This is an optimization exercise on Yosys and OpenROAD, whose aim is small area, a short achievable clock period and few clock cycles, not a production implementation. At most, simulation tests tie the RTL to the original design; equivalence was not proved. Power and IR drop assume default switching activity.

Setup of green:
// mult_accelerator
module mult_accelerator (
	input clk,
	output read_n,
	output write_n,
	output chipselect,
	input waitrequest,
	output [31:0] address,
	output [1:0] byteenable,
	input readdatavalid,
	input [15:0] readdata,
	output [15:0] writedata,
	input reset_n
);
Settings: LEC_CHECK=0, CAP_MARGIN=20, CORE_MARGIN=2, CORE_UTILIZATION=65, CTS_BUF_LIST=sky130_fd_sc_hd__clkbuf_8, PLACE_DENSITY=0.75, SETUP_SLACK_MARGIN=3.8, SLEW_MARGIN=20, BUFFER_PORTS_ARGS=-buffer_cell sky130_fd_sc_hd__buf_2; clock period 6.0 ns.
standard.sh (not shown) runs the stock make flow with config.mk's settings and CLKGATE_MAP_FILE= SYNTH_SCRIPT=/design/flow/synth_recipe.tcl, a recipe that flattens the netlist after the stock synthesis.
==> flow/flow/run.sh <==
#!/bin/bash
# Standard layout, with plain buffers on the ports.
set -e
echo 'export BUFFER_PORTS_ARGS = -buffer_cell sky130_fd_sc_hd__buf_2' >> config.mk
bash standard.sh > standard.log 2>&1
The inputs of purple differ from those of green as listed below.
- SETUP_SLACK_MARGIN: 3.8 -> 3.6
## What came out
- Diff green -> purple: count of sequential standard cells held; slack of the critical path moved down.
- Number of buffers inserted to repair setup after CTS for purple: 9 down relative to green
- Routed wire length: purple < green
Function was not checked in any run of this note: the RTL went through the layout flow alone.

* * *

The RTL this note starts from:
==> flow/design.v <==
module mult_accelerator (
	input clk,
	output read_n,
	output write_n,
	output chipselect,
	input waitrequest,
	output [31:0] address,
	output [1:0] byteenable,
	input readdatavalid,
	input [15:0] readdata,
	output [15:0] writedata,
	input reset_n
);
assign byteenable = 2'b11;
assign chipselect = 1'b1;
localparam [15:0] PIX1 = 16'd1,     W1 = 16'd50,    R1 = 16'd39250,
                  PIX2 = 16'd39450, W2 = 16'd39463, R2 = 16'd49463;
localparam [5:0] PLAST1 = PIX1[5:0] + 6'd48, PLAST2 = PIX2[5:0] + 6'd12;
localparam [9:0] RLAST1 = R1[9:0] + 10'd199, RLAST2 = R2[9:0] + 10'd199;
localparam [2:0] S_POLL = 3'd0, S_RUN = 3'd1, S_END = 3'd2, S_WR = 3'd3,
                 S_FL0 = 3'd4, S_FLAG = 3'd5;
reg [2:0]  state;
reg        layer2;       
reg        cmd;          
reg        rd, wr;       
reg [15:0] aq;           
reg        cp;           
reg [3:0]  cg;           
reg [5:0]  pa;           
reg        pdone;        
reg        vcur, vnxt;   
reg [15:0] pcur, pnxt;
reg [3:0]  rm;           
reg [15:0] gptr;         
reg [9:0]  ra;           
reg        rl;           
reg        t1p, t2p, t1w, t2w;  
reg [3:0]  t1g, t2g;     
reg        clr;          
reg [4:0]  y01, y23;     
reg        yv;           
reg [5:0]  acc_lo;
reg [7:0]  acc_hi;
assign read_n = !rd;
assign write_n = !wr;
assign address = {2'b11, 13'd0, aq, 1'b0};
assign writedata = {{2{acc_hi[7]}}, acc_hi, acc_lo};
wire adv = !(rd || wr) || !waitrequest;
wire [9:0] phi = layer2 ? PIX2[15:6] : PIX1[15:6];
wire [5:0] plo = layer2 ? PIX2[5:0] : PIX1[5:0];
wire acc_done = !t1w && !t2w && !yv;
function [3:0] need;
	input [15:0] w;
	need = {|w[3:0], |w[7:4], |w[11:8], |w[15:12]};
endfunction
wire can_w = vcur && (rm != 4'd0);
wire cur_free = vcur && (rm == 4'd0);            
wire cur_p = rd && cp;
wire can_p = !pdone && !(can_w && (vnxt || t1p || t2p || cur_p) ||
                         vnxt && (t1p || t2p || cur_p) ||
                         t1p && (t2p || cur_p) ||
                         t2p && cur_p);
wire [3:0] kbit = {rm[3] && rm[2:0] == 3'd0, rm[2] && rm[1:0] == 2'd0, rm[1] && !rm[0], rm[0]};
wire rm_one = !(rm[0] && (rm[1] || rm[2] || rm[3]) || rm[1] && (rm[2] || rm[3]) || rm[2] && rm[3]);
wire [3:0] knib = ({4{kbit[0]}} & pcur[15:12]) | ({4{kbit[1]}} & pcur[11:8]) |
                  ({4{kbit[2]}} & pcur[7:4])   | ({4{kbit[3]}} & pcur[3:0]);
wire [1:0] gl = gptr[1:0];
wire [1:0] klo = {gl[1] ^ kbit[2] ^ kbit[3] ^ (gl[0] && (kbit[1] || kbit[3])), gl[0] ^ kbit[1] ^ kbit[3]};
wire kcy = gl == 2'd1 ? kbit[3] : gl == 2'd2 ? (kbit[2] || kbit[3]) : gl == 2'd3 ? !kbit[0] : 1'b0;
wire [13:0] ghi1 = gptr[15:2] + 14'd1;
wire [15:0] waddr = {kcy ? ghi1 : gptr[15:2], klo};
wire l2last = layer2 && pdone && !t1p && !t2p && !cur_p && !vnxt;
wire [15:0] gnext = l2last ? {gl[1] ? ghi1 : gptr[15:2], !gl[1], gl[0]} : {ghi1, gl};
wire row_left = !pdone || t1p || t2p || (rd && cp) || vnxt || can_w;
wire run_sel = (state == S_RUN) || (state == S_WR && !rl);
wire cp_sel = (run_sel || state == S_END && !acc_done) && can_p;
wire cw_sel = run_sel && !can_p && can_w;
wire wr_sel = (state == S_END && acc_done) || state == S_FL0;
wire choose_p = adv && cp_sel;
wire choose_w = adv && cw_sel;
wire rel = cur_free;
always @(posedge clk) begin
	if (!reset_n) begin
		state <= S_POLL;
		rd <= 1'b0;
		wr <= 1'b0;
	end else if (state == S_POLL && cmd) begin
		state <= S_RUN;
		rd <= 1'b0;
	end else if (adv) begin
		rd <= cp_sel || cw_sel || state == S_POLL;
		wr <= wr_sel;
		case (state)
			S_RUN: if (!row_left) state <= S_END;
			S_END: if (acc_done) state <= S_WR;
			S_WR: state <= rl ? S_FL0 : S_RUN;
			S_FL0: state <= S_FLAG;
			S_FLAG: state <= S_POLL;
			default: state <= S_POLL;
		endcase
	end
end
always @(posedge clk)
	if (adv) begin
		aq <= cp_sel ? {phi, pa} :
		      cw_sel ? waddr :
		      (state == S_END) ? {layer2 ? R2[15:10] : R1[15:10], ra} : 16'd0;
		cp <= cp_sel;
		cg <= knib;
	end
always @(posedge clk) begin
	if (!reset_n) begin
		cmd <= 1'b0;
		t1p <= 1'b0;
		t2p <= 1'b0;
		t1w <= 1'b0;
		t2w <= 1'b0;
	end else begin
		cmd <= (state == S_POLL) && !cmd && readdatavalid &&
		       (&readdata[15:2]) && (readdata[1] ^ readdata[0]);
		t2p <= t1p;
		t2w <= t1w;
		t1p <= !waitrequest && rd && cp && state != S_POLL;
		t1w <= !waitrequest && rd && !cp && state != S_POLL;
	end
	t2g <= t1g;
	t1g <= cg;
end
wire pin_last = layer2 && pdone && !t1p && !cur_p;
wire [15:0] pin = {readdata[15:8], pin_last ? 8'd0 : readdata[7:0]};
always @(posedge clk) begin
	if (state == S_POLL) begin
		if (readdatavalid && !cmd)
			layer2 <= readdata[0];
		vcur <= 1'b0;
		vnxt <= 1'b0;
		pa <= plo;
		pdone <= 1'b0;
		ra <= layer2 ? R2[9:0] : R1[9:0];
		gptr <= layer2 ? W2 : W1;
	end else begin
		if (choose_p) begin
			pa <= pa + 6'd1;
			pdone <= (pa == (layer2 ? PLAST2 : PLAST1));
		end
		if (state == S_RUN && adv && !row_left) begin
			pa <= plo;
			pdone <= 1'b0;
		end
		if (choose_w)
			rm <= rm & ~kbit;
		if (rel)
			gptr <= gnext;
		if (rel || !vcur) begin
			if (vnxt) begin
				pcur <= pnxt;
				rm <= need(pnxt);
				vcur <= 1'b1;
				vnxt <= t2p;
				pnxt <= pin;
			end else begin
				pcur <= pin;
				rm <= need(pin);
				vcur <= t2p;
			end
		end else if (t2p) begin
			pnxt <= pin;
			vnxt <= 1'b1;
		end
		if (state == S_END && adv && acc_done) begin
			ra <= ra + 10'd1;
			rl <= (ra == (layer2 ? RLAST2 : RLAST1));
		end
	end
end
wire arr_wt = t2w;
wire [3:0] g = t2g;
wire [3:0] o0 = g[0] ? {~readdata[3],  readdata[2:0]}   : 4'd8;
wire [3:0] o1 = g[1] ? {~readdata[7],  readdata[6:4]}   : 4'd8;
wire [3:0] o2 = g[2] ? {~readdata[11], readdata[10:8]}  : 4'd8;
wire [3:0] o3 = g[3] ? {~readdata[15], readdata[14:12]} : 4'd8;
wire [7:0] lo_sum = acc_lo + {yv, y01} + y23;
reg [1:0] cr;     
reg       yd;     
always @(posedge clk) begin
	clr <= (state == S_POLL && cmd) || (state == S_WR && adv);
	y01 <= arr_wt ? o0 + o1 : 5'd0;
	y23 <= arr_wt ? o2 + o3 : 5'd0;
	yv <= arr_wt;
	if (clr || state == S_FL0) begin
		acc_lo <= {6{state == S_FL0}};
		acc_hi <= {8{state == S_FL0}};
		cr <= 2'd0;
		yd <= 1'b0;
	end else begin
		acc_lo <= lo_sum[5:0];
		acc_hi <= acc_hi + cr - yd;
		cr <= lo_sum[7:6];
		yd <= yv;
	end
end
endmodule
clock: 6.0 ns
lec_check: 0
cap_margin: 20
core_margin: 2
core_utilization: 65
cts_buf_list: sky130_fd_sc_hd__clkbuf_8
cts_cluster_diameter: 60
cts_cluster_size: 24
place_density: 0.75
setup_slack_margin: 3.8
slew_margin: 20
buffer_ports_args: -buffer_cell sky130_fd_sc_hd__buf_2
Scripts as last shown in full above: flow/flow/run.sh
The starting point produced a clean layout.
Testbench counts at the start, summed over its fixed seeds: cycles 420,833.
Then changed:
==> flow/flow/run.sh (replaced) <==
#!/bin/bash
# Standard layout, with plain buffers on the ports and a clock tree without
# dummy balancing loads.
set -e
cat >> config.mk <<'CFG'
export BUFFER_PORTS_ARGS = -buffer_cell sky130_fd_sc_hd__buf_2
export CTS_ARGS = -sink_clustering_enable -repair_clock_nets -buf_list sky130_fd_sc_hd__clkbuf_8 -dont_use_dummy_load
CFG
bash standard.sh > standard.log 2>&1
- CTS_ARGS: default -> -sink_clustering_enable -repair_clock_nets -buf_list sky130_fd_sc_hd__clkbuf_8 -dont_use_dummy_load
- CTS_CLUSTER_DIAMETER: 60 -> default
- CTS_CLUSTER_SIZE: 24 -> default
- wire length fell slightly
- synthesized cell count does not change
- final cell count decreases slightly
- final area came out lower slightly
- core utilization decreases by 1.5 points
- total power is lower by roughly a tenth
- setup slack hardly moves
- register-to-register slack barely changes
- clock power decreases by a quarter to a third
Then changed:
- SETUP_SLACK_MARGIN: 3.8 -> 3.7
Effect:
- sequential power hardly moves
- design area drops by 2.8%
- synthesized cell count does not change
- clock power came out higher by about 1%
- worst setup slack degrades by 0.062 ns
- sequential cell count stays the same
- count of clock-buffer cells in the layout does not change
- first-iteration DRC count climbs by about 13%
- global-route usage is lower by 1.4 points
- clock skew barely changes
Then changed:
==> flow/flow/run.sh (replaced) <==
#!/bin/bash
# Standard layout, with plain buffers on the ports.
set -e
echo 'export BUFFER_PORTS_ARGS = -buffer_cell sky130_fd_sc_hd__buf_2' >> config.mk
bash standard.sh > standard.log 2>&1
- CTS_ARGS: -sink_clustering_enable -repair_clock_nets -buf_list sky130_fd_sc_hd__clkbuf_8 -dont_use_dummy_load -> default
- SETUP_SLACK_MARGIN: 3.7 -> 3.8
What happened: Clock power came out higher by about 43%; critical path depth came out higher by 4; synthesized area stays the same.
Then changed:
- CTS_BUF_LIST: sky130_fd_sc_hd__clkbuf_8 -> sky130_fd_sc_hd__clkbuf_16
- SETUP_SLACK_MARGIN: 3.8 -> 3.7
Outcome:
- clock power came out higher by about 20%
- count of clock-buffer cells in the layout does not change
- power is higher by 3.6%
- combinational power is lower by about 7%
- synthesized area stays the same

-- what the ideal ports hide --
How much do the figures lean on ideal ports? The routed layouts below were timed once more, with nothing changed but the port constraints. Step 1 assumes that a clkbuf_16 drives the clock port and a buf_2 every other input. Step 2 adds t to the input delays and takes it off the output delays; t is the mean of the earliest and latest rising clock arrival at the registers after step 1. Input paths then give back, and output paths get back, about the clock's delay inside the block. a / b / c = no drivers / after step 1 / after step 2; a / b = the first two.
run | shift t [ns] | slack for setup (ns) | worst setup path at the end | worst data-port slew with drivers (ns)
green | 0.492 | 3.493 / 3.493 / 3.355 | input to register | 0.04
purple | 0.479 | 3.420 / 3.420 / 3.334 | input to register | 0.04
the first run of note 2 | 0.488 | 3.794 / 3.771 / 3.401 | input to register | 0.06
the second run of note 2 | 0.465 | 3.794 / 3.794 / 3.390 | input to register | 0.06
the third run of note 2 | 0.481 | 3.732 / 3.692 / 3.334 | input to register | 0.06
the fourth run of note 2 | 0.488 | 3.794 / 3.771 / 3.401 | input to register | 0.06
the fifth run of note 2 | 0.471 | 3.753 / 3.709 / 3.367 | input to register | 0.06
After both steps setup and hold are still met in every run listed. For the second run of note 2, which loses most, drivers alone change the setup slack by 0.000 ns; drivers and shift together by -0.404 ns.
